Context: an optimization exercise on an open-source flow, tuned for small area. The choices shown serve that exercise and are no tape-out recipe.
Only simulation tests tie the RTL to the original design; equivalence was not proved.
Power figures rest on the tool's default switching activity, not on a simulated workload.

===== run.sh =====
#!/bin/bash
# synth_recipe.tcl (not shown) runs the flow's synth.tcl, then flattens the netlist and writes it again
# the make line also repeats each setting of config.mk as NAME=value (left out here)
make -C /OpenROAD-flow-scripts/flow DESIGN_CONFIG=/design/flow/config.mk WORK_HOME=/design/flow/orfs CLKGATE_MAP_FILE= SYNTH_SCRIPT=/design/flow/synth_recipe.tcl finish

===== config.mk =====
export PLATFORM = sky130hd
export DESIGN_NAME = MIPS
export DESIGN_NICKNAME = MIPS
export VERILOG_FILES = /design/flow/design.v
export SDC_FILE = /design/flow/constraint.sdc
export NUM_CORES = 4
export LEC_CHECK = 0
export CAP_MARGIN = 20
export CORE_MARGIN = 2
export CORE_UTILIZATION = 40
export SLEW_MARGIN = 20

===== constraint.sdc =====
create_clock -name core_clock -period 10.0 [get_ports {clk}]
set_input_delay 2.0000 -clock core_clock [delete_from_list [all_inputs] [get_ports {clk}]]
set_output_delay 2.0000 -clock core_clock [all_outputs]
set_load 0.01 [all_outputs]

===== design.v =====
module MIPS(
	input clk,
	input rst_n,
	input cpu_en,
	input [7:0] data_read,
	input ram_send,
	input ram_receive,
	output reg cpu_send,
	output reg cpu_receive,
	output reg cpu_ready,
	output reg [15:0] data_addr,
	output reg [7:0] data_store,
	output reg [1:0] mem_ctrl,
	output reg done
	);
	localparam IDLE = 3'b000, IF = 3'b001, ID = 3'b011, EX = 3'b111, MEM = 3'b110, WB = 3'b100;
	wire rst = ~(rst_n & cpu_en);
	reg [15:0] R [7:0];
	reg [15:0] PC, IR, temp, rt;
	reg [2:0] state;
	reg lv;
	reg [1:0] cnt;
	reg delay_cnt, delay_en;
	wire s_idle = state == IDLE;
	wire s_if   = state == IF;
	wire s_id   = state == ID;
	wire s_ex   = state == EX;
	wire s_mem  = state == MEM;
	wire s_wb   = state == WB;
	wire [3:0] OP = IR[15:12];
	wire [2:0] funct = IR[2:0];
	wire [5:0] im = IR[5:0];
	wire rtype = OP == 4'b0000;
	wire is_lw = OP == 4'b1100;
	wire is_sw = OP == 4'b1101;
	wire is_br = OP[3:1] == 3'b111;
	wire is_j  = OP[3:1] == 3'b010;
	wire c0 = cnt == 2'd0;
	wire c1 = cnt == 2'd1;
	wire c2 = cnt == 2'd2;
	wire bus_rd = s_if | (s_mem & is_lw);
	wire bus_wr = s_mem & is_sw;
	wire rd_hs = cpu_receive & ram_send;
	wire rd_cap = bus_rd & ~c2 & ram_send & ~cpu_receive;
	wire wr_hs = cpu_send & ram_receive;
	wire [15:0] rs = R[s_id ? IR[8:6] : IR[11:9]];
	wire is_jr = rtype & funct == 3'b111;
	wire ex1 = s_ex & ~lv;
	reg taken;
	wire br_step = is_br & taken & ((s_ex & lv) | s_mem | (s_wb & ~lv));
	wire a_pc = s_if | (s_ex & is_j) | br_step;
	wire b_rt = ex1 & ((rtype & ~is_jr) | is_br);
	wire b_im = (ex1 & OP[3:2] == 2'b10) | (s_mem & (is_lw | is_sw)) | (br_step & lv);
	wire b_two = (s_if & c2) | (s_ex & is_j);
	wire sub = ex1 & (rtype ? (funct[2:1] == 2'b01 || funct == 3'b100) : (OP[3] & (OP[1:0] == 2'b01 || OP[2:1] == 2'b11)));
	wire [15:0] alu_b0 = b_rt ? rt : {10'd0, im & {6{b_im}}};
	wire [15:0] alu_b = (sub ? ~alu_b0 : alu_b0) | {14'd0, b_two, 1'b0};
	wire [15:0] alu_a = a_pc ? PC : rs;
	wire [16:0] alu_sum = {1'b0, alu_a} + {1'b0, alu_b} + {16'd0, sub | (c1 & (s_if | s_mem)) | br_step};
	wire eq = alu_sum[15:0] == 16'd0;
	wire op_and = rtype ? funct == 3'b101 : OP[2:0] == 3'b010;
	wire op_or  = rtype ? funct == 3'b110 : OP[2:0] == 3'b011;
	wire op_slt = rtype & funct == 3'b100;
	wire op_zero = ~rtype & OP[2];
	wire [15:0] alu_res = op_zero ? 16'd0 :
	                      op_and ? (rs & alu_b0) :
	                      op_or  ? (rs | alu_b0) :
	                      op_slt ? {15'd0, ~alu_sum[16]} : alu_sum[15:0];
	wire ex_temp = ex1 & (rtype ? ~is_jr : (OP[3] & ~is_br));
	wire [7:0] cap_byte = s_if ? (cnt[0] ? IR[7:0] : IR[15:8]) : (cnt[0] ? temp[7:0] : temp[15:8]);
	wire cap_eq = cap_byte == data_read;
	wire [7:0] st_byte = cnt[0] ? rt[7:0] : rt[15:8];
	wire [7:0] dr = data_read & {8{~rst}};
	always @(posedge clk) begin
		cpu_ready <= ~rst & delay_en & ~delay_cnt;
		delay_cnt <= ~rst & delay_en;
	end
	always @(posedge clk)
		if (s_id) rt <= rs;
	wire wb_we = s_wb & (rtype | OP[3:2] == 2'b10 | is_lw);
	wire [2:0] wb_a = rtype ? IR[5:3] : IR[8:6];
	wire jal_we = s_ex & OP == 4'b0101;
	wire [15:0] wd = (jal_we ? PC : temp) & {16{~rst}};
	integer i;
	always @(posedge clk)
		for (i = 0; i < 8; i = i + 1)
			if (rst | (wb_we & wb_a == i) | (jal_we & i == 7))
				R[i] <= wd;
	always @(posedge clk) begin
		if (rst | (rd_cap & s_if & ~cnt[0])) IR[15:8] <= dr;
		if (rst | (rd_cap & s_if & cnt[0])) IR[7:0] <= dr;
		if (rst | ex_temp | (rd_cap & ~s_if & ~cnt[0])) temp[15:8] <= ex_temp ? alu_res[15:8] & {8{~rst}} : dr;
		if (rst | ex_temp | (rd_cap & ~s_if & cnt[0])) temp[7:0] <= ex_temp ? alu_res[7:0] & {8{~rst}} : dr;
	end
	always @(posedge clk)
		if (ex1) taken <= eq ^ OP[0];
	wire pc_j = s_ex & is_j;
	wire pc_sh = br_step & ~lv;
	wire pc_en = (s_if & c2) | (s_ex & is_jr) | pc_j | br_step;
	wire [15:0] pc_d = pc_j ? {alu_sum[15:12], IR[11:0]} : pc_sh ? {alu_sum[14:0], 1'b0} : alu_sum[15:0];
	always @(posedge clk)
		if (rst | pc_en) PC <= pc_d & {16{~rst}};
	wire da_zero = rst | s_ex | (s_mem & ~is_lw & ~is_sw);
	always @(posedge clk)
		if (da_zero | ((bus_rd | bus_wr) & ~c2)) data_addr <= alu_sum[15:0] & {16{~da_zero}};
	always @(posedge clk) begin
		if (rst | (s_mem & ~is_lw & ~c2)) data_store <= st_byte & {8{is_sw & ~rst}};
	end
	always @(posedge clk) begin
		if (rst) begin
			{cpu_receive, cpu_send} <= 2'b00;
			lv <= 1'b0;
			state <= IDLE;
			delay_en <= 1'b0;
			done <= 1'b0;
			mem_ctrl <= 2'd0;
			cnt <= 2'd0;
		end else begin
			if (lv) state <= {state[1:0], ~state[2]};
			lv <= ~lv & (c2 | ~(bus_rd | bus_wr));
			if (~s_wb) cpu_send <= bus_wr & ~c2 & ~wr_hs & (data_store == st_byte);
			if (s_idle | bus_rd | bus_wr) cpu_receive <= rd_cap & cap_eq;
			if (bus_rd & ~c2) delay_en <= ~rd_hs;
			if (s_idle | bus_rd | s_mem) mem_ctrl <= {bus_rd & ~c2, bus_wr & ~c2};
			if (bus_rd | bus_wr) cnt <= c2 ? 2'd0 : cnt + {1'b0, bus_rd ? rd_hs : wr_hs};
			if (s_wb | s_idle) done <= s_wb;
		end
	end
endmodule

==> results of run 1 <==
==> stage by stage <==
step                worst slack [ns]  power [mW]  hold WS (ns)  util [%]  std cells
floorplan                      4.919       1.357        0.3674         -       1003
global placement               4.088       1.492        0.3770     43.65       1397
detailed placement             4.012       1.493        0.3823     43.70       1398
CTS                            3.988       2.368        0.3907     46.36       1444
global route                   3.556       2.440        0.4121     46.38       1444
finish                         3.957       2.368        0.3872     46.38       1444
==> placed cells by master, fill, tap and decap left out, types with 6 or more instances in the layout <==
cell type	netlist	layout
o21ai_0	60	51
clkbuf_1	37	8
ha_1	16	16
a211oi_1	9	9
xor2_1	28	28
nor4_1	6	6
clkdlybuf4s50_1	0	42
nor2_1	82	82
a222oi_1	7	7
nand4_1	6	6
clkbuf_16	0	25
o21ai_1	5	7
or2_2	6	6
nor3_1	14	14
clkinv_2	0	6
a22oi_1	11	11
a221oi_1	6	6
a22o_1	8	8
o31ai_1	8	7
nand3_1	19	19
a21o_1	10	10
mux2i_1	22	20
a21oi_1	70	70
dfxtp_1	14	14
o21ai_2	0	6
nand2_1	116	116
o22ai_1	12	12
nor2b_1	12	12
mux2_2	15	15
edfxtp_1	217	217
o221ai_1	6	6
mux4_2	8	8
buf_4	1	21
and3_1	17	17
inv_1	17	17
o21a_1	8	8
xnor2_1	19	19
a31oi_1	13	13
==> metal layers <==
metal / wire length [µm] / share of wire [%] / global-route usage, %
met4: 1619 / 4.3 / 9.479
met5: 0 / 0 / 0
met1: 15760 / 42 / 34.79
met2: 16640 / 44 / 36.99
met3: 3551 / 9.4 / 4.330
==> cells by family after synthesis <==
group	after synthesis	synth area share, %
AO/OA/AOI/OAI	279	15.83
adder cells (fa/ha/maj)	18	2.061
multiplexers	45	4.883
AND/OR/NAND/NOR	313	12.90
flip-flops	231	58.30
buffers and inverters	70	2.490
XOR/XNOR	47	3.531
==> sequential cells by signal, indices dropped and copies added, names as in the netlist <==
register / cells
state: 3
cpu_receive: 1
delay_en: 1
cpu_ready: 1
IR: 16
lv: 1
R: 128
cnt: 2
data_addr: 16
rt: 16
taken: 1
PC: 16
cpu_send: 1
delay_cnt: 1
data_store: 8
done: 1
temp: 16
mem_ctrl: 2
==> cell type report <==
class                           instances  area (µm²)
Fill cell                            2616       15390
Sequential cell                       231        6797
Multi-Input combinational cell        702        4617
Clock buffer                           33       655.6
Timing Repair Buffer                   64       593.1
Tap cell                              384       480.5
Clock inverter                         13       106.4
Inverter                               17       63.81
==> worst paths after layout <==
check                        startpoint                 to  slack [ns]  cells past startpoint
setup / recovery  state[0]$_SDFFE_PN0P_    taken$_DFFE_PN_        3.96                     18
hold / removal        delay_cnt$_DFF_P_  cpu_ready$_DFF_P_        0.39                      1
setup reg to reg  state[0]$_SDFFE_PN0P_    taken$_DFFE_PN_        3.96                     18
hold reg to reg       delay_cnt$_DFF_P_  cpu_ready$_DFF_P_        0.39                      1
==> worst reg2reg max path, stage by stage (launching register included) <==
cell and delay [ns]:
dfxtp_1 0.59, nand3b_4 0.29, mux2i_2 0.24, buf_4 0.29, mux2_2 0.38, a222oi_1 0.30, o221ai_1 0.17, o21a_1 0.19
mux2_2 0.30, fa_1 0.45, fa_1 0.51, a211oi_2 0.29, o21ai_1 0.16, a21oi_1 0.22, xor2_1 0.69, nand4_1 0.23
nor4_1 0.20, and4bb_1 0.24, xnor2_1 0.06
==> report_power, final <==
part	internal, mW	total [mW]	switching (mW)	leakage (nW)
Combinational	0.109	0.317	0.208	2.03
Sequential	1.12	1.16	0.0409	2.48
Clock	0.490	0.886	0.396	0.370
==> impl_metrics.csv, run 1 <==
group,metric,value,unit
status,status,"complete, no violations",
detailed_routing,vias_per_cell,6.171,
grt,grt_pass1_wl,55.80,mm
detailed_routing,wl_per_cell,26.02,µm
grt,grtUsageTotal,24.36,%
grt,grt_pass1_vias,8441,
sta,hold_viol,0,
layout,design_area,0.01331,mm²
synth,synth_top_area_share,55.90,%
synth,yosysWarnings,2,
synth,ys_ff_latch,231,
synth,synthFlopType,"edfxtp_1",
synth,syn_nets,1034,
detailed_routing,drt_iter0_markers,1217,
setup_path,crit_path_cell_trace,"nand3b_4 -> mux2i_2 -> buf_4 -> mux2_2 -> a222oi_1 -> o221ai_1 -> o21a_1 -> mux2_2 -> fa_1 -> fa_1 -> a211oi_2 -> o21ai_1 -> a21oi_1 -> xor2_1 -> nand4_1 -> nor4_1 -> and4bb_1 -> xnor2_1",
setup_path,cp-end-kind,"flip-flop",
synth,postSynthAreaPerCell,11.62,µm²
synth,synth_common_cells,"edfxtp_1, nand2_1, nor2_1, a21oi_1, o21ai_0",
detailed_routing,routed_wl,37.58,mm
clocking,cts_resized,0,
layout,diodes,0,
sta,timing.final.crit_period,6.043,ns
detailed_routing,dr.pass1.iters,5,
setup_path,cp_data_required_time,10.30,ns
sta,setup_tns,0,ns
synth,yosysMostFrequentCell,"edfxtp_1",
floorplanning,rows,62,
synth,syn_inst,1003,
place,port_buffers,42,
sta,drv_slew,0,
place,dp_hpwl,26.16,mm
clocking,cts-root-buf,"clkbuf_16",
layout,synthToLayoutAreaGrowth,14.20,%
place,placed_cell_area,0.01254,mm²
synth,synth_area_leader_cell,"edfxtp_1",
grt,grt-ovfl-total,0,
grt,grt_antenna_before_repair,0,
detailed_routing,vias,8911,
clocking,clkLatencyLatePin,0.56,ns
setup_path,cp_slowest_cell,"xor2_1",
setup_path,cp_top_family,"compound AO/OA/AOI/OAI gates",
pwr,leakage,4.886,nW
synth,synth-seq-area-share,58.30,%
setup_path,cp_max_fo,20,
layout,drive_gt1_share,10.66,%
sta,setup_viol,0,
setup_path,critPathLaunchType,"flip-flop",
clocking,cts_buffers,25,
clocking,cts_sinks,231,
grt,grt_max_degree,42,
setup_path,critPathBufInv,1,
sta,fin_crit_sh,60.43,%
sta,rsz0062_at_grt,"false",
clocking,cts_setup_buffers,0,
floorplanning,core_area,0.02870,mm²
setup_path,crit_type,"reg -> reg",
clocking,cts_tree,"built",
synth,async_flop_share,0,%
sta,tightest_slew,1.200,ns
pwr,ir_drop,0.0001309,V
sta,finClkSkew,0.01660,ns
pwr,pwr_density_cell,177.9,mW/mm²
synth,synth_area,0.01166,mm²
floorplanning,die_w,174.7,µm
clocking,holdBufCountCts,0,
floorplanning,initial_utilization,40.61,%
clocking,cts.reportedPaths.clkPinSlew,0.06,ns
layout,fin_nets,1072,
sta,slew_headroom,19.69,%
synth,synth-edff-count,217,
synth,synth_cell_types,83,
place,place.gp.congestion,0.9713,
run,max_cap_violations,0,
setup_path,cp_slowest_stage_delay,0.69,ns
floorplanning,dieArea,0.03053,mm²
clocking,clock_path_buffers,3,
setup_path,arrival,6.35,ns
synth,synth.area.top_cells,"edfxtp_1, nand2_1, a21oi_1, nor2_1, o21ai_0",
floorplanning,die_y,174.7,µm
sta,max_freq,0.1655,GHz
detailed_routing,drtAntennaViolNets,0,
detailed_routing,drcViolationCount,0,
clocking,cts-htree-levels,1,
floorplanning,io-pin-count,43,
min_path,hold_path.class,"reg -> reg",
==> run 2: changes to the inputs <==
--- a/design.v
+++ b/design.v
@@ -16,6 +16,5 @@
 	localparam IDLE = 3'b000, IF = 3'b001, ID = 3'b011, EX = 3'b111, MEM = 3'b110, WB = 3'b100;
 	wire rst = ~(rst_n & cpu_en);
-	reg [15:0] R [7:0];
-	reg [15:0] PC, IR, temp, rt;
+	reg [15:0] PC, IR, temp, rt, rsr;
 	reg [2:0] state;
 	reg lv;
@@ -44,14 +43,23 @@
 	wire rd_cap = bus_rd & ~c2 & ram_send & ~cpu_receive;
 	wire wr_hs = cpu_send & ram_receive;
-	wire [15:0] rs = R[s_id ? IR[8:6] : IR[11:9]];
+	reg [15:0] S0, S1, S2, S3, S4, S5, S6, S7;
+	reg [2:0] rot;
+	reg [1:0] clr;
+	wire [2:0] rs_pos = IR[11:9] + rot;
+	wire [2:0] rt_pos = IR[8:6] + rot;
+	wire rw_win = s_id | s_ex;
+	wire [15:0] rs = rsr;
 	wire is_jr = rtype & funct == 3'b111;
 	wire ex1 = s_ex & ~lv;
 	reg taken;
-	wire br_step = is_br & taken & ((s_ex & lv) | s_mem | (s_wb & ~lv));
-	wire a_pc = s_if | (s_ex & is_j) | br_step;
-	wire b_rt = ex1 & ((rtype & ~is_jr) | is_br);
-	wire b_im = (ex1 & OP[3:2] == 2'b10) | (s_mem & (is_lw | is_sw)) | (br_step & lv);
-	wire b_two = (s_if & c2) | (s_ex & is_j);
-	wire sub = ex1 & (rtype ? (funct[2:1] == 2'b01 || funct == 3'b100) : (OP[3] & (OP[1:0] == 2'b01 || OP[2:1] == 2'b11)));
+	wire mem1 = s_mem & ~lv;
+	wire br_step = is_br & taken & ((s_mem & lv) | s_wb | (s_idle & ~lv));
+	wire j_step1 = ex1 & is_j;
+	wire j_step2 = is_j & ((s_ex & lv) | s_mem | (s_wb & ~lv)) & (rot[1:0] == 2'd0);
+	wire a_pc = s_if | j_step1 | j_step2 | br_step;
+	wire b_rt = mem1 & ((rtype & ~is_jr) | is_br);
+	wire b_im = (mem1 & OP[3:2] == 2'b10) | (s_mem & (is_lw | is_sw)) | (br_step & lv);
+	wire b_two = (s_if & c2) | j_step1 | j_step2;
+	wire sub = mem1 & (rtype ? (funct[2:1] == 2'b01 || funct == 3'b100) : (OP[3] & (OP[2:0] == 3'b001 || OP[2:1] == 2'b11)));
 	wire [15:0] alu_b0 = b_rt ? rt : {10'd0, im & {6{b_im}}};
 	wire [15:0] alu_b = (sub ? ~alu_b0 : alu_b0) | {14'd0, b_two, 1'b0};
@@ -63,9 +71,10 @@
 	wire op_slt = rtype & funct == 3'b100;
 	wire op_zero = ~rtype & OP[2];
-	wire [15:0] alu_res = op_zero ? 16'd0 :
-	                      op_and ? (rs & alu_b0) :
-	                      op_or  ? (rs | alu_b0) :
-	                      op_slt ? {15'd0, ~alu_sum[16]} : alu_sum[15:0];
-	wire ex_temp = ex1 & (rtype ? ~is_jr : (OP[3] & ~is_br));
+	wire s_and = op_and & ~op_zero;
+	wire s_or = op_or & ~op_zero;
+	wire s_slt = op_slt;
+	wire s_sum = ~op_and & ~op_or & ~op_slt & ~op_zero;
+	wire [15:0] alu_res = ({16{s_sum}} & alu_sum[15:0]) | ({16{s_and}} & rs & alu_b0) | ({16{s_or}} & (rs | alu_b0)) | {15'd0, s_slt & ~alu_sum[16]};
+	wire ex_temp = (mem1 & (rtype ? ~is_jr : OP[3:2] == 2'b10)) | (ex1 & OP[3:1] == 3'b110);
 	wire [7:0] cap_byte = s_if ? (cnt[0] ? IR[7:0] : IR[15:8]) : (cnt[0] ? temp[7:0] : temp[15:8]);
 	wire cap_eq = cap_byte == data_read;
@@ -76,15 +85,29 @@
 		delay_cnt <= ~rst & delay_en;
 	end
-	always @(posedge clk)
-		if (s_id) rt <= rs;
-	wire wb_we = s_wb & (rtype | OP[3:2] == 2'b10 | is_lw);
-	wire [2:0] wb_a = rtype ? IR[5:3] : IR[8:6];
-	wire jal_we = s_ex & OP == 4'b0101;
-	wire [15:0] wd = (jal_we ? PC : temp) & {16{~rst}};
-	integer i;
-	always @(posedge clk)
-		for (i = 0; i < 8; i = i + 1)
-			if (rst | (wb_we & wb_a == i) | (jal_we & i == 7))
-				R[i] <= wd;
+	always @(posedge clk) begin
+		if (rw_win & rs_pos[1:0] == 2'd0) rsr <= rs_pos[2] ? S4 : S0;
+		if (rw_win & rt_pos[1:0] == 2'd0) rt <= rt_pos[2] ? S4 : S0;
+	end
+	wire wb_we = (s_wb | s_idle) & (rtype | OP[3:2] == 2'b10 | is_lw);
+	wire jal_we = j_step2 & OP[0];
+	wire [2:0] wa = jal_we ? 3'd7 : rtype ? IR[5:3] : IR[8:6];
+	wire [2:0] w_pos = wa + rot;
+	wire zap = rst | (clr != 2'd0);
+	wire w_any = (wb_we | jal_we) & w_pos[1:0] == 2'd3;
+	wire w0 = zap | (w_any & w_pos[2]);
+	wire w4 = zap | (w_any & ~w_pos[2]);
+	wire [15:0] wd = (jal_we ? PC : temp) & {16{~zap}};
+	always @(posedge clk) begin
+		S0 <= w0 ? wd : S7;
+		S1 <= S0;
+		S2 <= S1;
+		S3 <= S2;
+		S4 <= w4 ? wd : S3;
+		S5 <= S4;
+		S6 <= S5;
+		S7 <= S6;
+		rot <= rst ? 3'd0 : rot + 3'd1;
+		clr <= rst ? 2'd3 : clr - {1'b0, clr != 2'd0};
+	end
 	always @(posedge clk) begin
 		if (rst | (rd_cap & s_if & ~cnt[0])) IR[15:8] <= dr;
@@ -94,8 +117,8 @@
 	end
 	always @(posedge clk)
-		if (ex1) taken <= eq ^ OP[0];
-	wire pc_j = s_ex & is_j;
+		if (mem1) taken <= eq ^ OP[0];
+	wire pc_j = j_step1 | j_step2;
 	wire pc_sh = br_step & ~lv;
-	wire pc_en = (s_if & c2) | (s_ex & is_jr) | pc_j | br_step;
+	wire pc_en = (s_if & c2) | (mem1 & is_jr) | pc_j | br_step;
 	wire [15:0] pc_d = pc_j ? {alu_sum[15:12], IR[11:0]} : pc_sh ? {alu_sum[14:0], 1'b0} : alu_sum[15:0];
 	always @(posedge clk)
==> impl_metrics.csv, run 2 <==
group,metric,value,unit
status,status,"complete, no violations",
synth,synth_area,0.01091,mm²
clocking,cts.reportedPaths.clkPinSlew,0.06,ns
setup_path,arrival,6.10,ns
clocking,clkLatencyLatePin,0.54,ns
grt,grt_pass1_wl,44.16,mm
synth,synth_cell_types,75,
place,placed_cell_area,0.01168,mm²
setup_path,crit_type,"reg -> reg",
clocking,clock_path_buffers,3,
detailed_routing,vias,7685,
place,dp_hpwl,21.12,mm
layout,fin_cells,1352,
grt,grtUsageTotal,20.23,%
layout,layout_commonest_cell,"dfxtp_1",
sta,setup_viol,0,
place,pre_cts_slack,4.353,ns
floorplanning,rows,60,
clocking,cts_setup_buffers,0,
detailed_routing,wl_per_cell,21.60,µm
sta,tightest_slew,1.130,ns
synth,synth-edff-count,105,
pwr,leakage,4.602,nW
synth,synthFlopType,"dfxtp_1",
floorplanning,core_area,0.02688,mm²
synth,yosysMostFrequentCell,"dfxtp_1",
sta,timing.final.crit_period,5.839,ns
run,max_cap_violations,0,
sta,finalWorstSetupSlack,4.161,ns
grt,grt_pass1_vias,7221,
layout,final_cell_mix,"dfxtp_1, nor2_1, edfxtp_1",
detailed_routing,routed_wl,29.21,mm
synth,postSynthAreaPerCell,11.36,µm²
floorplanning,die_y,169.2,µm
min_path,hold_path.class,"reg -> reg",
pwr,ir_drop,0.0001133,V
setup_path,cp_slowest_cell,"edfxtp_1",
synth,yosysWarnings,1,
synth,synth-seq-area-share,55.86,%
setup_path,critPathLaunchType,"flip-flop",
clocking,cts_buffers,27,
pwr,power.total,2.252,mW
synth,async_flop_share,0,%
place,place_inst,1303,
clocking,cts-htree-levels,1,
setup_path,cp_slowest_stage_delay,0.73,ns
grt,grt_max_degree,33,
layout,drive_gt1_share,13.95,%
place,place.gp.congestion,0.9594,
grt,grt-ovfl-total,0,
clocking,cts-root-buf,"clkbuf_16",
sta,hold_slack,0.3207,ns
synth,syn_nets,1000,
sta,fin_crit_sh,58.39,%
setup_path,cp_max_fo,16,
floorplanning,io-pin-count,43,
sta,rsz0062_at_grt,"false",
clocking,cts_sinks,252,
sta,finClkSkew,0.009450,ns
sta,max_freq,0.1713,GHz
layout,n_fill_cell,2440,
synth,synth_area_leader_cell,"edfxtp_1",
synth,syn_inst,961,
pwr,pwr_density_cell,178.9,mW/mm²
layout,fin_util,46.83,%
place,port_buffers,42,
clocking,cts_tree,"built",
sta,hold_viol,0,
sta,setup_tns,0,ns
layout,fin_nets,1030,
grt,grt_antenna_before_repair,0,
layout,synthToLayoutAreaGrowth,15.34,%
floorplanning,initial_utilization,40.61,%
sta,drv_slew,0,
synth,synth.area.top_cells,"edfxtp_1, dfxtp_1, mux2_2, nor2_1, a211oi_1",
layout,diodes,0,
clocking,cts_resized,0,
setup_path,cp_data_required_time,10.26,ns
detailed_routing,drcViolationCount,0,
detailed_routing,vias_per_cell,5.684,
layout,design_area,0.01259,mm²
floorplanning,die_w,169.2,µm
synth,synth_top_area_share,28.89,%
setup_path,cp-end-kind,"flip-flop",
detailed_routing,dr.pass1.iters,5,
setup_path,crit_path_cell_trace,"nand3_1 -> or4b_1 -> o211ai_1 -> a22oi_1 -> xnor2_1 -> fa_1 -> inv_1 -> fa_1 -> nor2b_4 -> o31a_1 -> o2111a_1 -> o41ai_2 -> xnor2_1 -> nor2_1 -> a2111oi_0 -> nor2_1",
floorplanning,dieArea,0.02862,mm²
sta,slew_headroom,24.51,%
clocking,holdBufCountCts,0,
detailed_routing,drt_iter0_markers,867,
detailed_routing,drtAntennaViolNets,0,
synth,synth_common_cells,"dfxtp_1, nor2_1, edfxtp_1, nand2_1, a21oi_1",
synth,ys_ff_latch,252,
-- run 2: cell count changes after synthesis, moves of 8 or more --
cell | previous run | this run
a211oi_1 | 9 | 44
a21oi_1 | 70 | 52
a22oi_1 | 11 | 3
a31oi_1 | 13 | 2
dfxtp_1 | 14 | 147
edfxtp_1 | 217 | 105
mux2_2 | 15 | 48
nand2_1 | 116 | 54
nor2_1 | 82 | 112
o21ai_0 | 60 | 41
o22ai_1 | 12 | 3
xnor2_1 | 19 | 28
xor2_1 | 28 | 19
-- run 2: cell families after synthesis --
kind of cell	synth area share [%]
flops	55.86
buf+inv	2.774
xor+xnor	3.772
compound gates	13.52
simple gates	11.85
mux	8.897
fa+ha+maj	3.325
-- run 2: cell type report --
| class | instances | area [µm²] | share of cell area (%) |
|---|---|---|---|
| clock buffers | 37 | 817.0 | 6.491 |
| clock inverters | 12 | 80.08 | 0.6362 |
| inverters | 20 | 75.07 | 0.5964 |
| multi-input cells | 635 | 4574 | 36.34 |
| flip-flops and latches | 252 | 6096 | 48.43 |
| well taps | 341 | 426.7 | 3.390 |
| repair buffers | 55 | 518.0 | 4.115 |
-- run 2: power by group --
group          switching [mW]  leakage (nW)  internal [mW]
logic                  0.0858          1.91         0.0592
clock network           0.412         0.452          0.575
registers              0.0260          2.24           1.09
total                   0.524          4.60           1.73
-- run 2: critical path, delay by kind of cell (launching register included) --
kind | cells | cell delay (ns)
xor+xnor | 2 | 0.53
simple gates | 5 | 1.14
fa+ha+maj | 2 | 0.72
compound gates | 6 | 2.34
buf+inv | 1 | 0.11
flops | 1 | 0.73
-- run 2: final timing paths --
| kind | start | endpoint | slack [ns] | cells past startpoint |
|---|---|---|---|---|
| setup / recovery | IR[14]$_DFFE_PP_ | temp[12]$_DFFE_PP_ | 4.16 | 16 |
| hold / removal | S6[11]$_DFF_P_ | S7[11]$_DFF_P_ | 0.32 | 0 |
| setup reg to reg | IR[14]$_DFFE_PP_ | temp[12]$_DFFE_PP_ | 4.16 | 16 |
| hold reg to reg | S6[11]$_DFF_P_ | S7[11]$_DFF_P_ | 0.32 | 0 |
-- run 2: per-layer routing --
metal,vias to the layer above,global-route usage [%],share of wire (%),routed length [µm]
li1,3588,-,-,-
met1,3707,29.13,45,13250
met2,325,30.54,43,12580
met3,65,3.918,8.3,2417
met4,0,6.912,3.3,954
met5,-,0,0,0
==> run 3: changes to the inputs <==
--- a/design.v
+++ b/design.v
@@ -57,4 +57,8 @@
 	wire j_step1 = ex1 & is_j;
 	wire j_step2 = is_j & ((s_ex & lv) | s_mem | (s_wb & ~lv)) & (rot[1:0] == 2'd0);
+	wire op_and = rtype ? funct == 3'b101 : OP[2:0] == 3'b010;
+	wire op_or  = rtype ? funct == 3'b110 : OP[2:0] == 3'b011;
+	wire op_slt = rtype & funct == 3'b100;
+	wire op_zero = ~rtype & OP[2];
 	wire a_pc = s_if | j_step1 | j_step2 | br_step;
 	wire b_rt = mem1 & ((rtype & ~is_jr) | is_br);
@@ -65,15 +69,26 @@
 	wire [15:0] alu_b = (sub ? ~alu_b0 : alu_b0) | {14'd0, b_two, 1'b0};
 	wire [15:0] alu_a = a_pc ? PC : rs;
-	wire [16:0] alu_sum = {1'b0, alu_a} + {1'b0, alu_b} + {16'd0, sub | (c1 & (s_if | s_mem)) | br_step};
+	wire [16:0] alu_sum;
+	wire [16:0] alu_c;
+	wire [15:0] alu_co;
+	wire lop = mem1 & (op_and | op_or) & ~op_zero;
+	wire lval = op_or;
+	assign alu_c[0] = lop ? lval : (sub | (c1 & (s_if | s_mem)) | br_step);
+	genvar gi;
+	generate for (gi = 0; gi < 16; gi = gi + 1) begin : g_add
+		assign alu_sum[gi] = alu_a[gi] ^ alu_b[gi] ^ alu_c[gi];
+		assign alu_co[gi] = (alu_a[gi] & alu_b[gi]) | (alu_c[gi] & (alu_a[gi] ^ alu_b[gi]));
+		if (gi < 15) begin : g_c
+			assign alu_c[gi+1] = lop ? lval : alu_co[gi];
+		end
+	end endgenerate
+	assign alu_c[16] = alu_co[15];
+	assign alu_sum[16] = alu_c[16];
 	wire eq = alu_sum[15:0] == 16'd0;
-	wire op_and = rtype ? funct == 3'b101 : OP[2:0] == 3'b010;
-	wire op_or  = rtype ? funct == 3'b110 : OP[2:0] == 3'b011;
-	wire op_slt = rtype & funct == 3'b100;
-	wire op_zero = ~rtype & OP[2];
 	wire s_and = op_and & ~op_zero;
 	wire s_or = op_or & ~op_zero;
 	wire s_slt = op_slt;
 	wire s_sum = ~op_and & ~op_or & ~op_slt & ~op_zero;
-	wire [15:0] alu_res = ({16{s_sum}} & alu_sum[15:0]) | ({16{s_and}} & rs & alu_b0) | ({16{s_or}} & (rs | alu_b0)) | {15'd0, s_slt & ~alu_sum[16]};
+	wire [15:0] alu_res = ({16{s_sum}} & alu_sum[15:0]) | ({16{s_and | s_or}} & alu_co) | {15'd0, s_slt & ~alu_sum[16]};
 	wire ex_temp = (mem1 & (rtype ? ~is_jr : OP[3:2] == 2'b10)) | (ex1 & OP[3:1] == 3'b110);
 	wire [7:0] cap_byte = s_if ? (cnt[0] ? IR[7:0] : IR[15:8]) : (cnt[0] ? temp[7:0] : temp[15:8]);
--- a/config.mk
+++ b/config.mk
@@ -9,3 +9,6 @@
 export CORE_MARGIN = 2
 export CORE_UTILIZATION = 40
+export CTS_BUF_LIST = sky130_fd_sc_hd__clkbuf_8
+export CTS_CLUSTER_DIAMETER = 60
+export CTS_CLUSTER_SIZE = 16
 export SLEW_MARGIN = 20
==> impl_metrics.csv, run 3 <==
group,metric,value,unit
sta,slew_headroom,32.85,%
floorplanning,die_y,166.1,µm
synth,synth_area_leader_cell,"edfxtp_1",
floorplanning,io-pin-count,43,
clocking,cts-root-buf,"clkbuf_8",
grt,grt_pass1_vias,6871,
detailed_routing,routed_wl,26.42,mm
sta,tightest_slew,1.006,ns
setup_path,cpMostUsedCell,"fa_2",
detailed_routing,vias,6919,
synth,synth_cell_types,60,
clocking,holdBufCountCts,0,
floorplanning,rows,59,
clocking,clkLatencyLatePin,0.56,ns
setup_path,arrival,10.68,ns
detailed_routing,vias_per_cell,5.351,
pwr,power.total,1.829,mW
grt,grt_antenna_before_repair,0,
floorplanning,core_area,0.02591,mm²
setup_path,cp_top_family,"adder cells",
layout,final_cell_mix,"dfxtp_1, edfxtp_1, nor2_1",
pwr,ir_drop,0.0001143,V
grt,grt_pass1_wl,40.89,mm
status,status,"finished with violations",
synth,async_flop_share,0,%
sta,setup_tns,-1.343,ns
detailed_routing,drcViolationCount,0,
pwr,pwr_density_cell,148.1,mW/mm²
sta,finClkSkew,0.01885,ns
detailed_routing,wl_per_cell,20.43,µm
setup_path,critPathLaunchType,"flip-flop",
grt,grt_max_degree,34,
synth,postSynthAreaPerCell,12.44,µm²
floorplanning,die_w,166.1,µm
setup_path,crit_type,"reg -> reg",
clocking,cts.reportedPaths.clkPinSlew,0.10,ns
place,dp_hpwl,19.13,mm
layout,layout_commonest_cell,"dfxtp_1",
synth,syn_nets,883,
synth,synth_top_area_share,30.00,%
synth,synthFlopType,"dfxtp_1",
setup_path,cp-end-kind,"flip-flop",
setup_path,cp_data_required_time,10.32,ns
status,violatedChecks,"setup timing",
clocking,cts-htree-levels,1,
setup_path,cp_max_fo,2,
synth,ys_ff_latch,252,
synth,synth.area.top_cells,"edfxtp_1, dfxtp_1, mux2_2, mux2i_1, fa_1",
sta,finalWorstSetupSlack,-0.3656,ns
sta,hold_viol,0,
pwr,leakage,4.662,nW
synth,synth_common_cells,"dfxtp_1, edfxtp_1, nor2_1, mux2_2, nand2_1",
place,place.gp.congestion,0.9455,
setup_path,cp_slowest_stage_delay,0.44,ns
sta,max_freq,0.09647,GHz
layout,drive_gt1_share,25.78,%
detailed_routing,drt_iter0_markers,599,
synth,syn_inst,845,
grt,grt-ovfl-total,0,
detailed_routing,dr.pass1.iters,5,
place,port_buffers,42,
layout,synthToLayoutAreaGrowth,17.50,%
synth,synth_area,0.01051,mm²
synth,synth-seq-area-share,58.01,%
min_path,hold_path.class,"reg -> reg",
clocking,cts_sinks,252,
layout,fin_nets,983,
run,max_cap_violations,0,
clocking,cts_buffers,21,
sta,rsz0062_at_grt,"true",
synth,yosysMostFrequentCell,"dfxtp_1",
setup_path,cp_slowest_cell,"fa_2",
setup_path,critPathBufInv,3,
sta,setup_viol,5,
sta,timing.final.crit_period,10.37,ns
sta,drv_slew,0,
layout,diodes,0,
synth,synth-edff-count,105,
grt,grtUsageTotal,19.13,%
detailed_routing,drtAntennaViolNets,0,
floorplanning,initial_utilization,40.56,%
sta,fin_crit_sh,103.7,%
floorplanning,dieArea,0.02758,mm²
clocking,clock_path_buffers,3,
synth,yosysWarnings,1,
clocking,cts_tree,"built",
[run 3: cell types whose count changed after synthesis, sizes merged, moves of 17 or more]
cell   previous run  this run
mux2i            25        45
a21oi            53        29
o21ai            42        25
a22oi             3        22
nor2            112        89
[run 3: stage by stage]
step	area, µm²	setup WS, ns	std cells	util, %	hold slack (ns)
floorplan	10620	-0.4852	845	-	0.3096
global placement	11780	-0.4433	1246	45.45	0.3098
detailed placement	11780	-0.5945	1246	45.45	0.3121
CTS	12230	-0.5252	1286	47.19	0.3207
global route	12350	-0.6901	1293	47.66	0.3324
finish	12350	-0.3656	1293	47.66	0.3208
[run 3: timing repair]
item / in CTS / in global routing
setup buffers: 4 / 8
gates resized for setup: 8 / 12
pin swaps: 26 / 8
setup endpoints to repair: 7 / 8
cloned: 0 / 0
hold endpoints to repair: 0 / 0
[run 3: worst register-to-register path, delay by kind of cell, from the launching register on]
kind	cells	cell delay [ns]
multiplexers	1	0.33
adder cells (fa/ha/maj)	17	5.55
XOR/XNOR	1	0.15
buffers and inverters	3	0.14
flip-flops	1	0.35
AND/OR/NAND/NOR	5	0.75
AO/OA/AOI/OAI	16	2.85
[run 3: layer usage]
metal | GRT usage, % | part of all wire (%) | vias up
met5 | 0 | 0 | -
met4 | 5.482 | 3.0 | 0
met3 | 2.788 | 6.6 | 40
met2 | 29.51 | 44 | 250
met1 | 28.13 | 46 | 3405
li1 | - | - | 3224
[run 3: path summary, 6_finish.rpt]
path	start	slack, ns	endpoint	depth (start not counted)
worst max register to register	rot[1]$_SDFF_PN0_	-0.37	taken$_DFFE_PN_	43
worst max-delay path	rot[1]$_SDFF_PN0_	-0.37	taken$_DFFE_PN_	43
worst min register to register	S6[11]$_DFF_P_	0.32	S7[11]$_DFF_P_	0
worst min-delay path	S6[11]$_DFF_P_	0.32	S7[11]$_DFF_P_	0
[run 3: logic make-up (layout without fill, tap and decap cells)]
group,Yosys count,after routing,share of synthesized area [%]
flops,252,252,58.01
mux,103,103,11.36
buf+inv,67,180,3.108
compound gates,142,142,10.00
fa+ha+maj,26,26,4.429
simple gates,223,223,10.43
xor+xnor,32,32,2.667
[run 3: final cells by class]
class | count | area (µm²)
tap | 335 | 419.2
fill | 2348 | 13560
clock buffer | 22 | 302.8
timing repair buffer | 128 | 1077
multi-input combinational | 526 | 4314
sequential | 252 | 6098
clock inverter | 14 | 76.32
inverter | 16 | 60.06
[run 3: report_power, final]
part	switching, mW	internal (mW)	total, mW
Clock	0.342	0.211	0.553
Combinational	0.0949	0.0719	0.167
Sequential	0.0167	1.09	1.11
==> run 4: changes to the inputs <==
--- a/design.v
+++ b/design.v
@@ -44,8 +44,6 @@
 	wire wr_hs = cpu_send & ram_receive;
 	reg [15:0] S0, S1, S2, S3, S4, S5, S6, S7;
-	reg [2:0] rot;
+	reg [2:0] q;
 	reg [1:0] clr;
-	wire [2:0] rs_pos = IR[11:9] + rot;
-	wire [2:0] rt_pos = IR[8:6] + rot;
 	wire rw_win = s_id | s_ex;
 	wire [15:0] rs = rsr;
@@ -56,5 +54,5 @@
 	wire br_step = is_br & taken & ((s_mem & lv) | s_wb | (s_idle & ~lv));
 	wire j_step1 = ex1 & is_j;
-	wire j_step2 = is_j & ((s_ex & lv) | s_mem | (s_wb & ~lv)) & (rot[1:0] == 2'd0);
+	wire j_step2 = is_j & ((s_ex & lv) | s_mem | (s_wb & ~lv)) & (q[1:0] == 2'd3);
 	wire op_and = rtype ? funct == 3'b101 : OP[2:0] == 3'b010;
 	wire op_or  = rtype ? funct == 3'b110 : OP[2:0] == 3'b011;
@@ -62,8 +60,11 @@
 	wire op_zero = ~rtype & OP[2];
 	wire a_pc = s_if | j_step1 | j_step2 | br_step;
-	wire b_rt = mem1 & ((rtype & ~is_jr) | is_br);
+	reg b_rt, sub;
+	always @(posedge clk) begin
+		b_rt <= ~rst & s_ex & lv & ((rtype & ~is_jr) | is_br);
+		sub <= ~rst & s_ex & lv & (rtype ? (funct[2:1] == 2'b01 || funct == 3'b100) : (OP[3] & (OP[2:0] == 3'b001 || OP[2:1] == 2'b11)));
+	end
 	wire b_im = (mem1 & OP[3:2] == 2'b10) | (s_mem & (is_lw | is_sw)) | (br_step & lv);
 	wire b_two = (s_if & c2) | j_step1 | j_step2;
-	wire sub = mem1 & (rtype ? (funct[2:1] == 2'b01 || funct == 3'b100) : (OP[3] & (OP[2:0] == 3'b001 || OP[2:1] == 2'b11)));
 	wire [15:0] alu_b0 = b_rt ? rt : {10'd0, im & {6{b_im}}};
 	wire [15:0] alu_b = (sub ? ~alu_b0 : alu_b0) | {14'd0, b_two, 1'b0};
@@ -71,17 +72,10 @@
 	wire [16:0] alu_sum;
 	wire [16:0] alu_c;
-	wire [15:0] alu_co;
-	wire lop = mem1 & (op_and | op_or) & ~op_zero;
-	wire lval = op_or;
-	assign alu_c[0] = lop ? lval : (sub | (c1 & (s_if | s_mem)) | br_step);
+	assign alu_c[0] = sub | (c1 & (s_if | s_mem)) | br_step;
 	genvar gi;
 	generate for (gi = 0; gi < 16; gi = gi + 1) begin : g_add
 		assign alu_sum[gi] = alu_a[gi] ^ alu_b[gi] ^ alu_c[gi];
-		assign alu_co[gi] = (alu_a[gi] & alu_b[gi]) | (alu_c[gi] & (alu_a[gi] ^ alu_b[gi]));
-		if (gi < 15) begin : g_c
-			assign alu_c[gi+1] = lop ? lval : alu_co[gi];
-		end
+		assign alu_c[gi+1] = (alu_a[gi] & alu_b[gi]) | (alu_c[gi] & (alu_a[gi] ^ alu_b[gi]));
 	end endgenerate
-	assign alu_c[16] = alu_co[15];
 	assign alu_sum[16] = alu_c[16];
 	wire eq = alu_sum[15:0] == 16'd0;
@@ -90,5 +84,5 @@
 	wire s_slt = op_slt;
 	wire s_sum = ~op_and & ~op_or & ~op_slt & ~op_zero;
-	wire [15:0] alu_res = ({16{s_sum}} & alu_sum[15:0]) | ({16{s_and | s_or}} & alu_co) | {15'd0, s_slt & ~alu_sum[16]};
+	wire [15:0] alu_res = ({16{s_sum}} & alu_sum[15:0]) | ({16{s_and}} & rs & alu_b0) | ({16{s_or}} & (rs | alu_b0)) | {15'd0, s_slt & ~alu_sum[16]};
 	wire ex_temp = (mem1 & (rtype ? ~is_jr : OP[3:2] == 2'b10)) | (ex1 & OP[3:1] == 3'b110);
 	wire [7:0] cap_byte = s_if ? (cnt[0] ? IR[7:0] : IR[15:8]) : (cnt[0] ? temp[7:0] : temp[15:8]);
@@ -101,26 +95,25 @@
 	end
 	always @(posedge clk) begin
-		if (rw_win & rs_pos[1:0] == 2'd0) rsr <= rs_pos[2] ? S4 : S0;
-		if (rw_win & rt_pos[1:0] == 2'd0) rt <= rt_pos[2] ? S4 : S0;
+		if (rw_win & IR[10:9] == q[1:0]) rsr <= (IR[11] ^ q[2]) ? S4 : S0;
+		if (rw_win & IR[7:6] == q[1:0]) rt <= (IR[8] ^ q[2]) ? S4 : S0;
 	end
 	wire wb_we = (s_wb | s_idle) & (rtype | OP[3:2] == 2'b10 | is_lw);
 	wire jal_we = j_step2 & OP[0];
 	wire [2:0] wa = jal_we ? 3'd7 : rtype ? IR[5:3] : IR[8:6];
-	wire [2:0] w_pos = wa + rot;
 	wire zap = rst | (clr != 2'd0);
-	wire w_any = (wb_we | jal_we) & w_pos[1:0] == 2'd3;
-	wire w0 = zap | (w_any & w_pos[2]);
-	wire w4 = zap | (w_any & ~w_pos[2]);
+	wire w_any = (wb_we | jal_we) & wa[1:0] == q[1:0];
+	wire w1 = zap | (w_any & ~(wa[2] ^ q[2]));
+	wire w5 = zap | (w_any & (wa[2] ^ q[2]));
 	wire [15:0] wd = (jal_we ? PC : temp) & {16{~zap}};
 	always @(posedge clk) begin
-		S0 <= w0 ? wd : S7;
-		S1 <= S0;
+		S0 <= S7;
+		S1 <= w1 ? wd : S0;
 		S2 <= S1;
 		S3 <= S2;
-		S4 <= w4 ? wd : S3;
-		S5 <= S4;
+		S4 <= S3;
+		S5 <= w5 ? wd : S4;
 		S6 <= S5;
 		S7 <= S6;
-		rot <= rst ? 3'd0 : rot + 3'd1;
+		q <= rst ? 3'd0 : q - 3'd1;
 		clr <= rst ? 2'd3 : clr - {1'b0, clr != 2'd0};
 	end
==> impl_metrics.csv, run 4 <==
group,metric,value,unit
status,status,"complete, no violations",
detailed_routing,dr.pass1.iters,7,
synth,synth_cell_types,59,
detailed_routing,drtAntennaViolNets,0,
grt,grt_pass1_vias,6695,
clocking,cts_tree,"built",
detailed_routing,drcViolationCount,0,
synth,synth-seq-area-share,58.01,%
floorplanning,die_y,166.6,µm
synth,synth_top_family_by_area,"multiplexers",
setup_path,r2r_cells,25,
floorplanning,core_area,0.02598,mm²
setup_path,arrival,9.88,ns
sta,slew_headroom,30.11,%
sta,timing.final.crit_period,9.574,ns
layout,design_area,0.01190,mm²
synth,synthXorXnorAreaFrac,3.395,%
setup_path,rrSetupSlack,0.43,ns
place,port_buffers,42,
place,placed_cell_area,0.01147,mm²
grt,grt_max_degree,49,
layout,fin_nets,949,
synth,postSynthAreaPerCell,12.17,µm²
synth,synth_compound_area_share,7.618,%
pwr,pwr-share-comb,8.1,%
grt,grtUsageTotal,18.99,%
floorplanning,dieArea,0.02776,mm²
synth,synth.area.top_cells,"edfxtp_1, dfxtp_1, mux2_2, mux2i_1, nand2_1",
setup_path,cp_max_fo,4,
detailed_routing,drt_iter0_markers,572,
setup_path,cp-end-kind,"flip-flop",
sta,fin_crit_sh,95.74,%
sta,hold_viol,0,
layout,diodes,0,
layout,drive_gt1_share,17.01,%
grt,grt_pass1_wl,40.67,mm
synth,synthSimpleGateAreaFrac,10.88,%
clocking,cts-htree-levels,1,
synth,synth_mux_area_share,14.16,%
sta,rsz0062_at_grt,"false",
sta,drv_slew,0,
detailed_routing,routed_wl,26.48,mm
synth,async_flop_share,0,%
grt,grt-ovfl-total,0,
sta,setup_viol,0,
synth,synth-edff-count,105,
sta,max_freq,0.1044,GHz
detailed_routing,met1_length,11.91,mm
layout,layout_commonest_cell,"dfxtp_1",
pwr,intPower,1.362,mW
setup_path,critPathLaunchType,"flip-flop",
floorplanning,die_w,166.6,µm
layout,synthToLayoutAreaGrowth,12.54,%
synth,synthFlopType,"dfxtp_1",
clocking,holdBufCountCts,0,
pwr,pwr-share-clk,30.3,%
pwr,switching_share,24.75,%
clocking,cts_buffers,21,
grt,grt_antenna_before_repair,0,
pwr,leakage,4.590,nW
clocking,cts.reportedPaths.clkPinSlew,0.11,ns
synth,yosysWarnings,1,
synth,synth_top_area_share,29.81,%
floorplanning,rows,59,
setup_path,r2r-end,"taken$_DFFE_PN_",
synth,yosysMostFrequentCell,"dfxtp_1",
detailed_routing,wl_per_cell,20.95,µm
synth,synth_adder_area_share,3.383,%
synth,synth_common_cells,"dfxtp_1, edfxtp_1, nand2_1, mux2_2",
pwr,p_seq_share,61.6,%
synth,ys_ff_latch,254,
pwr,ir_drop,0.0001232,V
detailed_routing,vias_per_cell,5.453,
setup_path,r2r-start,"lv$_SDFF_PN0_",
detailed_routing,vias,6893,
min_path,hold_path.class,"reg -> reg",
sta,hold_slack,0.3199,ns
min_path,hold_start,"S5[6]$_DFF_P_",
layout,final_cell_mix,"dfxtp_1, edfxtp_1, nand2_1",
place,dp_hpwl,19.01,mm
clocking,clock_path_buffers,3,
synth,syn_inst,869,
pwr,power_switching,0.4480,mW
sta,finClkSkew,0.03125,ns
floorplanning,io-pin-count,43,
min_path,whs_path_depth,0,
detailed_routing,wl_met2,11.77,mm
clocking,cts-root-buf,"clkbuf_8",
detailed_routing,wl_met3,1.942,mm
min_path,hold_end,"S6[6]$_DFF_P_",
run,max_cap_violations,0,
pwr,pwr_density_cell,152.0,mW/mm²
place,place.gp.congestion,0.9264,
synth,synth_area,0.01058,mm²
sta,setup_tns,0,ns
clocking,clkLatencyLatePin,0.56,ns
synth,syn_nets,901,
floorplanning,initial_utilization,40.71,%
sta,tightest_slew,1.039,ns
setup_path,crit_type,"reg -> reg",
synth,synth_area_leader_cell,"edfxtp_1",
clocking,cts_sinks,254,
setup_path,cp_data_required_time,10.30,ns
detailed_routing,highest_layer,"met4",
-- run 4: final cells by class --
| class | count | area [µm²] |
|---|---|---|
| clock inverters | 14 | 78.83 |
| well taps | 335 | 419.2 |
| repair buffers | 76 | 675.6 |
| flip-flops and latches | 254 | 6137 |
| multi-input cells | 554 | 4267 |
| inverters | 10 | 37.54 |
| fillers | 2432 | 14080 |
| clock buffers | 21 | 289.0 |
-- run 4: cell families after synthesis --
family	count (synthesis)
AOI/OAI and AO/OA	118
xor gates and xnor gates	41
adders and majority gates	19
buffers and inverters	61
DFF	254
muxes	131
and+or+nand+nor	245
-- run 4: worst max-delay path by stage --
stage / startpoint / end / slack [ns]
final: lv$_SDFF_PN0_ / taken$_DFFE_PN_ / 0.43
after global routing: state[2]$_SDFFE_PN0P_ / temp[0]$_DFFE_PP_ / 0.02
after CTS: state[1]$_SDFFE_PN0P_ / temp[0]$_DFFE_PP_ / 0.05
after detailed placement: state[1]$_SDFFE_PN0P_ / temp[0]$_DFFE_PP_ / -0.02
after global placement: state[1]$_SDFFE_PN0P_ / temp[0]$_DFFE_PP_ / 0.12
after floorplan: state[1]$_SDFFE_PN0P_ / temp[0]$_DFFE_PP_ / 0.05
-- run 4: per-layer routing --
metal  GRT usage [%]  vias up
li1                -     3207
met1           27.00     3351
met2           29.23      276
met3           3.565       59
met4           6.484        0
met5               0        -
-- run 4: worst max-delay path, cell delays in order, from the launching register on --
cell and delay, ns:
dfxtp_1 0.40, nand2_1 0.10, o21ai_0 0.12, a31oi_1 0.12, or4_1 0.44, and3_1 0.20, mux2_2 0.28, fa_1 0.40
fa_1 0.46, fa_2 0.42, fa_2 0.41, fa_2 0.43, fa_2 0.43, fa_1 0.47, fa_2 0.41, fa_1 0.45
fa_1 0.46, fa_1 0.46, fa_1 0.47, fa_2 0.42, fa_2 0.43, fa_1 0.46, fa_1 0.50, nor4_1 0.25
nand4_1 0.19, xnor2_1 0.16
-- run 4: through the flow --
step	utilization, %	worst slack [ns]	total power, mW	cells
global placement	44.14	0.1199	1.280	1228
floorplan	-	0.04778	1.224	869
global route	45.81	0.02411	1.880	1264
finish	45.81	0.4256	1.810	1264
detailed placement	44.14	-0.02334	1.281	1228
CTS	45.59	0.05471	1.827	1263
-- run 4: repair_timing --
action	4_1_cts	5_1_grt
setup endpoints to repair	3	3
gates resized for setup	3	8
pin swaps	0	1
buffers inserted	0	1
-- run 4: power by group through the flow --
stage                     sequential [mW]  clock, mW  combinational [mW]
after floorplan                      1.13          0              0.0943
after global placement               1.14          0               0.143
after detailed placement             1.14          0               0.144
after CTS                            1.11      0.569               0.145
after global routing                 1.12      0.607               0.156
final                                1.11      0.549               0.147
==> run 5: changes to the inputs <==
==> flow/run.sh (new file) <==
#!/bin/bash
# The standard layout (standard.sh: standard synthesis through finish),
# except that the port buffers are the platform's smallest buffer, buf_1.
# make's full output goes to standard.log; ORFS keeps each step's log under
# orfs/logs.
set -euo pipefail
export BUFFER_PORTS_ARGS="-buffer_cell sky130_fd_sc_hd__buf_1"
bash standard.sh > standard.log 2>&1
==> standard.sh (new file) <==
#!/bin/bash
# synth_recipe.tcl (not shown) runs the flow's synth.tcl, then flattens the netlist and writes it again
# the make line also repeats each setting of config.mk as NAME=value (left out here)
make -C /OpenROAD-flow-scripts/flow DESIGN_CONFIG=/design/flow/config.mk WORK_HOME=/design/flow/orfs CLKGATE_MAP_FILE= SYNTH_SCRIPT=/design/flow/synth_recipe.tcl "${@:-finish}"
--- a/config.mk
+++ b/config.mk
@@ -8,5 +8,5 @@
 export CAP_MARGIN = 20
 export CORE_MARGIN = 2
-export CORE_UTILIZATION = 40
+export CORE_UTILIZATION = 65
 export CTS_BUF_LIST = sky130_fd_sc_hd__clkbuf_8
 export CTS_CLUSTER_DIAMETER = 60
removed: run.sh
==> impl_metrics.csv, run 5 <==
group,metric,value,unit
detailed_routing,drt_iter0_markers,836,
detailed_routing,routed_wl,29.12,mm
sta,finClkSkew,0.01591,ns
setup_path,critPathLaunchType,"flip-flop",
clocking,clock_path_buffers,3,
setup_path,cp-end-kind,"flip-flop",
synth,yosysWarnings,1,
pwr,p_seq_share,60.4,%
layout,design_area,0.01155,mm²
grt,grtUsageTotal,33.70,%
setup_path,critPathBufInv,0,
place,place.gp.congestion,1.010,
synth,synth-seq-area-share,58.01,%
sta,timing.final.crit_period,9.698,ns
floorplanning,die_y,131.6,µm
status,status,"complete, no violations",
floorplanning,initial_utilization,66.59,%
setup_path,cp_data_required_time,10.39,ns
setup_path,critPathLaunch,"state[2]$_SDFFE_PN0P_",
synth,synth_top_area_share,29.81,%
detailed_routing,wl_per_cell,25.25,µm
detailed_routing,drcViolationCount,0,
grt,grt-ovfl-total,0,
sta,rsz0062_at_grt,"false",
detailed_routing,vias_per_cell,6.414,
pwr,intPower,1.404,mW
synth,synth_cell_types,59,
setup_path,cp_max_fo,2,
layout,fin_cells,1153,
pwr,pwr_density_cell,159.9,mW/mm²
pwr,pwr-share-comb,7.9,%
pwr,ir_drop,0.0001430,V
layout,diodes,0,
clocking,holdBufCountCts,0,
min_path,hold_start,"S3[0]$_DFF_P_",
grt,grt_pass1_wl,44.21,mm
synth,async_flop_share,0,%
floorplanning,dieArea,0.01731,mm²
clocking,cts-root-buf,"clkbuf_8",
synth,ys_ff_latch,254,
setup_path,r2r-start,"state[2]$_SDFFE_PN0P_",
synth,synth_area,0.01058,mm²
setup_path,crit_type,"reg -> reg",
detailed_routing,vias,7395,
detailed_routing,highest_layer,"met5",
place,port_buffers,42,
synth,synth_common_cells,"dfxtp_1, edfxtp_1, nand2_1, mux2_2",
grt,grt_pass1_vias,7314,
clocking,cts_sinks,254,
clocking,cts-htree-levels,1,
synth,synth_area_leader_cell,"edfxtp_1",
detailed_routing,dr.pass1.iters,5,
setup_path,cp_slowest_stage_delay,0.48,ns
layout,fin_util,72.71,%
pwr,power.total,1.847,mW
sta,hold_viol,0,
detailed_routing,drtAntennaViolNets,0,
min_path,hold_path.class,"reg -> reg",
clocking,clkLatencyLatePin,0.53,ns
grt,grt_antenna_before_repair,1,
sta,drv_slew,0,
setup_path,cp_slowest_cell,"fa_1",
run,max_cap_violations,0,
clocking,cts_buffers,20,
grt,grt_max_degree,49,
detailed_routing,wl_met2,13.21,mm
sta,finalWorstSetupSlack,0.3024,ns
place,placed_cell_area,0.01111,mm²
detailed_routing,wl_met3,2.776,mm
sta,tightest_slew,1.126,ns
setup_path,cp_top_family,"adder cells",
sta,slew_headroom,24.69,%
synth,syn_inst,869,
setup_path,arrival,10.09,ns
clocking,cts.reportedPaths.clkPinSlew,0.10,ns
layout,layout_commonest_cell,"dfxtp_1",
layout,final_cell_mix,"dfxtp_1, edfxtp_1, nand2_1",
sta,max_freq,0.1031,GHz
sta,setup_viol,0,
place,dp_hpwl,20.80,mm
sta,fin_crit_sh,96.98,%
sta,setup_tns,0,ns
floorplanning,rows,46,
floorplanning,core_area,0.01589,mm²
layout,synthToLayoutAreaGrowth,9.191,%
detailed_routing,met1_length,11.71,mm
pwr,leakage,4.543,nW
pwr,power_switching,0.4429,mW
synth,synth.area.top_cells,"edfxtp_1, dfxtp_1, mux2_2, mux2i_1, nand2_1",
sta,hold_slack,0.3253,ns
layout,n_fill_cell,1105,
place,pre_cts_slack,0.04017,ns
floorplanning,die_w,131.6,µm
synth,postSynthAreaPerCell,12.17,µm²
floorplanning,io-pin-count,43,
synth,yosysMostFrequentCell,"dfxtp_1",
synth,synthFlopType,"dfxtp_1",
synth,syn_nets,901,
synth,synth-edff-count,105,
pwr,pwr-share-clk,31.7,%
pwr,switching_share,23.98,%
layout,drive_gt1_share,17.08,%
setup_path,cpMostUsedCell,"fa_1",
place,place_inst,1116,
clocking,cts_tree,"built",
layout,fin_nets,955,
## run 5: cell types whose count changed in the layout (fill, tap and decap cells not counted), sizes merged
cell,delta
inv,-4
clkinvlp,-1
bufinv,+1
clkdlybuf4s50,-42
buf,+49
clkinv,+1
clkbuf,+4
## run 5: cell families (layout without fill, tap and decap cells)
family,after synthesis,in the layout,synth area share [%]
adders and majority gates,19,19,3.383
and+or+nand+nor,245,245,10.88
DFF,254,254,58.01
xor gates and xnor gates,41,41,3.395
AOI/OAI and AO/OA,118,118,7.618
muxes,131,131,14.16
buffers and inverters,61,129,2.555
## run 5: power groups by stage
stage	Combinational, mW	Sequential, mW	Clock (mW)
after floorplan	0.0943	1.13	0
after global routing	0.151	1.12	0.625
after CTS	0.140	1.12	0.590
after detailed placement	0.140	1.14	0
final	0.145	1.12	0.585
after global placement	0.137	1.14	0
## run 5: per-layer routing
| layer | global-route usage, % | vias up |
|---|---|---|
| li1 | - | 3223 |
| met3 | 4.668 | 95 |
| met2 | 53.00 | 479 |
| met5 | 0 | - |
| met4 | 14.31 | 2 |
| met1 | 47.41 | 3596 |
## run 5: worst reg2reg max path, stage by stage (launching register included)
cell,delay (ns)
dfxtp_1,0.34
nand2_1,0.09
nor3b_2,0.24
a31oi_1,0.07
or4_1,0.44
and3_1,0.20
mux2_2,0.28
fa_1,0.40
fa_1,0.47
fa_2,0.41
fa_1,0.45
fa_1,0.47
fa_1,0.47
fa_1,0.47
fa_2,0.42
fa_2,0.40
fa_1,0.46
fa_2,0.42
fa_1,0.46
fa_1,0.47
fa_2,0.42
fa_1,0.45
fa_1,0.48
mux2_2,0.28
o32ai_1,0.22
a21oi_1,0.08
o2111a_1,0.13
nor2_1,0.08
## run 5: final cells by class
class / count / area (µm²) / area share, %
multi-input cells: 554 / 4223 / 36.56
repair buffers: 83 / 465.4 / 4.030
well taps: 216 / 270.3 / 2.340
inverters: 10 / 37.54 / 0.3250
flip-flops and latches: 254 / 6137 / 53.14
clock buffers: 25 / 344.1 / 2.979
clock inverters: 11 / 72.57 / 0.6283
## run 5: timing repair
action,4_1_cts,5_1_grt
setup endpoints to repair,1,4
setup buffers,0,1
cloned,0,0
pin swaps,0,1
gates resized for setup,1,6
## run 5: path summary, 6_finish.rpt
check | cells after the start | slack, ns | to
worst max-delay path | 27 | 0.30 | temp[0]$_DFFE_PP_
worst min-delay path | 0 | 0.33 | S4[0]$_DFF_P_
worst max register to register | 27 | 0.30 | temp[0]$_DFFE_PP_
worst min register to register | 0 | 0.33 | S4[0]$_DFF_P_
==> run 6: changes to the inputs <==
==> flow/run.sh (replaced) <==
#!/bin/bash
# The standard layout (standard.sh: standard synthesis through finish),
# with two changes:
#  - the port buffers are the platform's smallest buffer, buf_1;
#  - clock tree synthesis uses clkbuf_8 with clusters of up to 16 sinks
#    within 60 um, and inserts no dummy loads.
# make's full output goes to standard.log; ORFS keeps each step's log under
# orfs/logs.
set -euo pipefail
export BUFFER_PORTS_ARGS="-buffer_cell sky130_fd_sc_hd__buf_1"
export CTS_ARGS="-sink_clustering_enable -repair_clock_nets -buf_list sky130_fd_sc_hd__clkbuf_8 -sink_clustering_size 16 -sink_clustering_max_diameter 60 -dont_use_dummy_load"
bash standard.sh > standard.log 2>&1
--- a/config.mk
+++ b/config.mk
@@ -9,6 +9,3 @@
 export CORE_MARGIN = 2
 export CORE_UTILIZATION = 65
-export CTS_BUF_LIST = sky130_fd_sc_hd__clkbuf_8
-export CTS_CLUSTER_DIAMETER = 60
-export CTS_CLUSTER_SIZE = 16
 export SLEW_MARGIN = 20
==> impl_metrics.csv, run 6 <==
group,metric,value,unit
status,status,"complete, no violations",
detailed_routing,drt_iter0_markers,921,
clocking,clkLatencyLatePin,0.54,ns
clocking,cts_sinks,254,
detailed_routing,wl_per_cell,25.41,µm
sta,tightest_slew,1.129,ns
synth,syn_inst,869,
synth,synth_cell_types,59,
synth,synthFlopType,"dfxtp_1",
synth,syn_nets,901,
setup_path,cp_data_required_time,10.39,ns
synth,ys_ff_latch,254,
floorplanning,io-pin-count,43,
setup_path,crit_type,"reg -> reg",
layout,fin_cells,1137,
detailed_routing,highest_layer,"met4",
place,pre_cts_slack,0.04017,ns
floorplanning,dieArea,0.01731,mm²
floorplanning,core_area,0.01589,mm²
place,place.gp.congestion,1.010,
setup_path,crit_path_end,"temp[0]$_DFFE_PP_",
layout,drive_gt1_share,16.50,%
detailed_routing,met1_length,11.70,mm
detailed_routing,drcViolationCount,0,
place,place_inst,1116,
setup_path,cp_slowest_cell,"fa_1",
floorplanning,die_w,131.6,µm
sta,finalWorstSetupSlack,0.2779,ns
detailed_routing,vias_per_cell,6.429,
grt,grt_pass1_vias,7282,
layout,layout_commonest_cell,"dfxtp_1",
synth,postSynthAreaPerCell,12.17,µm²
detailed_routing,drtAntennaViolNets,0,
setup_path,critPathLaunchType,"flip-flop",
setup_path,r2r-start,"state[1]$_SDFFE_PN0P_",
layout,fin_nets,955,
sta,max_freq,0.1029,GHz
grt,grt_max_degree,49,
setup_path,cp_slowest_stage_delay,0.48,ns
pwr,leakage,4.444,nW
place,placed_cell_area,0.01111,mm²
setup_path,cp-end-kind,"flip-flop",
setup_path,cp_max_fo,2,
synth,synth-seq-area-share,58.01,%
clocking,holdBufCountCts,0,
min_path,hold_path.class,"reg -> reg",
layout,diodes,0,
setup_path,critPathLaunch,"state[1]$_SDFFE_PN0P_",
setup_path,arrival,10.11,ns
layout,final_cell_mix,"dfxtp_1, edfxtp_1, nand2_1",
run,max_cap_violations,0,
clocking,cts_buffers,20,
layout,synthToLayoutAreaGrowth,7.830,%
detailed_routing,vias,7310,
sta,timing.final.crit_period,9.722,ns
synth,yosysMostFrequentCell,"dfxtp_1",
sta,rsz0062_at_grt,"false",
sta,hold_viol,0,
synth,synth-edff-count,105,
layout,design_area,0.01141,mm²
place,port_buffers,42,
grt,grt_antenna_before_repair,0,
synth,synth_area_leader_cell,"edfxtp_1",
layout,n_fill_cell,1120,
setup_path,r2r-end,"temp[0]$_DFFE_PP_",
floorplanning,die_y,131.6,µm
setup_path,rrSetupSlack,0.28,ns
grt,grt_pass1_wl,43.79,mm
synth,synth_common_cells,"dfxtp_1, edfxtp_1, nand2_1, mux2_2",
detailed_routing,wl_met2,13.04,mm
sta,fin_crit_sh,97.22,%
sta,slew_headroom,24.46,%
sta,finClkSkew,0.02555,ns
setup_path,r2r_cells,28,
clocking,cts-root-buf,"clkbuf_8",
clocking,cts_tree,"built",
clocking,clock_path_buffers,3,
sta,setup_tns,0,ns
clocking,cts.reportedPaths.clkPinSlew,0.10,ns
floorplanning,rows,46,
clocking,cts-htree-levels,1,
min_path,hold_start,"S3[0]$_DFF_P_",
pwr,pwr_density_cell,153.6,mW/mm²
place,dp_hpwl,20.80,mm
synth,synth_area,0.01058,mm²
grt,grt-ovfl-total,0,
detailed_routing,wl_met3,2.858,mm
pwr,ir_drop,0.0001600,V
detailed_routing,dr.pass1.iters,5,
floorplanning,initial_utilization,66.59,%
synth,yosysWarnings,1,
sta,hold_slack,0.3253,ns
grt,grtUsageTotal,33.43,%
synth,synth.area.top_cells,"edfxtp_1, dfxtp_1, mux2_2, mux2i_1, nand2_1",
sta,drv_slew,0,
detailed_routing,routed_wl,28.89,mm
synth,synth_top_area_share,29.81,%
setup_path,cpMostUsedCell,"fa_1",
synth,async_flop_share,0,%
sta,setup_viol,0,
## run 6: cell types whose count changed in the layout (fill, tap and decap cells not counted)
cell	before	now
bufinv_16	1	0
clkbuf_8	25	20
clkinv_4	1	0
fa_1	11	12
fa_2	5	4
inv_1	18	9
## run 6: routing by layer
layer	vias up	track usage, %
met5	-	0
met4	0	13.83
met3	85	5.710
met2	477	51.95
met1	3552	47.01
li1	3196	-
## run 6: logic make-up (layout without fill, tap and decap cells)
logic type | after synthesis | after routing | synth area share [%]
multiplexers | 131 | 131 | 14.16
buffers and inverters | 61 | 113 | 2.555
AND/OR/NAND/NOR | 245 | 245 | 10.88
XOR/XNOR | 41 | 41 | 3.395
flip-flops | 254 | 254 | 58.01
AO/OA/AOI/OAI | 118 | 118 | 7.618
adder cells (fa/ha/maj) | 19 | 19 | 3.383
## run 6: what timing repair did
action | CTS | global route
gates resized for setup | 1 | 5
setup endpoints to repair | 1 | 3
setup buffers | 0 | 1
pin swaps | 0 | 1
## run 6: how the worst min path moves through the flow
stage | cells past startpoint | slack (ns) | endpoint
6_report | 0 | 0.33 | S4[0]$_DFF_P_
5_1_grt | 0 | 0.31 | S3[5]$_DFF_P_
4_1_cts | 0 | 0.32 | S3[5]$_DFF_P_
3_5_place_dp | 0 | 0.31 | S7[11]$_DFF_P_
3_3_place_gp | 0 | 0.31 | S7[6]$_DFF_P_
2_1_floorplan | 0 | 0.31 | S0[0]$_DFF_P_
## run 6: critical path, delay by kind of cell (launching register included)
kind | cells | cell delay (ns)
flip-flops | 1 | 0.34
multiplexers | 2 | 0.56
buffers and inverters | 1 | 0.11
AND/OR/NAND/NOR | 4 | 0.77
AO/OA/AOI/OAI | 5 | 0.63
adder cells (fa/ha/maj) | 16 | 7.18
## run 6: area by class of cell
type                       count  area, µm²  share of cell area [%]
sequential                   254       6137                   53.81
multi-input combinational    554       4220                   37.00
timing repair buffer          83      465.4                   4.081
clock buffer                  20      275.3                   2.413
tap                          216      270.3                   2.369
inverter                      10      37.54                  0.3291
## run 6: where the power goes
part	internal [mW]	switching [mW]	total (mW)
combinational	0.0548	0.0899	0.145
sequential	1.09	0.0213	1.12
clock	0.180	0.311	0.492
total	1.33	0.423	1.75
## run 6: stage by stage
stage / power (mW) / utilization (%)
2_1_floorplan: 1.224 / -
3_3_place_gp: 1.276 / 69.92
3_5_place_dp: 1.279 / 69.92
4_1_cts: 1.751 / 71.68
5_1_grt: 1.796 / 71.80
6_report: 1.752 / 71.80

-- static timing again, ports no longer ideal --
The flow's constraints put no driver on any port. The routed layouts listed below were extracted and timed again, unchanged, in two steps. Step 1 (the two cells are an assumption about what drives the block):
set clk [get_ports {clk}]
set_driving_cell -lib_cell sky130_fd_sc_hd__clkbuf_16 $clk
set_driving_cell -lib_cell sky130_fd_sc_hd__buf_2 [delete_from_list [all_inputs] $clk]
Step 2 also shifts input and output timing later by t, the mid clock arrival at the registers, as if the neighbouring blocks saw the same clock. Three values: no drivers, after step 1, after step 2; two values: the first two.
run | shift t [ns] | setup slack, ns | worst setup path at the end
run 1 | 0.603 | 3.957 / 3.957 / 3.957 | register to register
run 2 | 0.585 | 4.161 / 4.161 / 4.161 | register to register
run 3 | 0.591 | -0.366 / -0.366 / -0.366 | register to register
run 4 | 0.593 | 0.426 / 0.426 / 0.426 | register to register
run 5 | 0.564 | 0.302 / 0.302 / 0.302 | register to register
run 6 | 0.563 | 0.278 / 0.278 / 0.278 | register to register
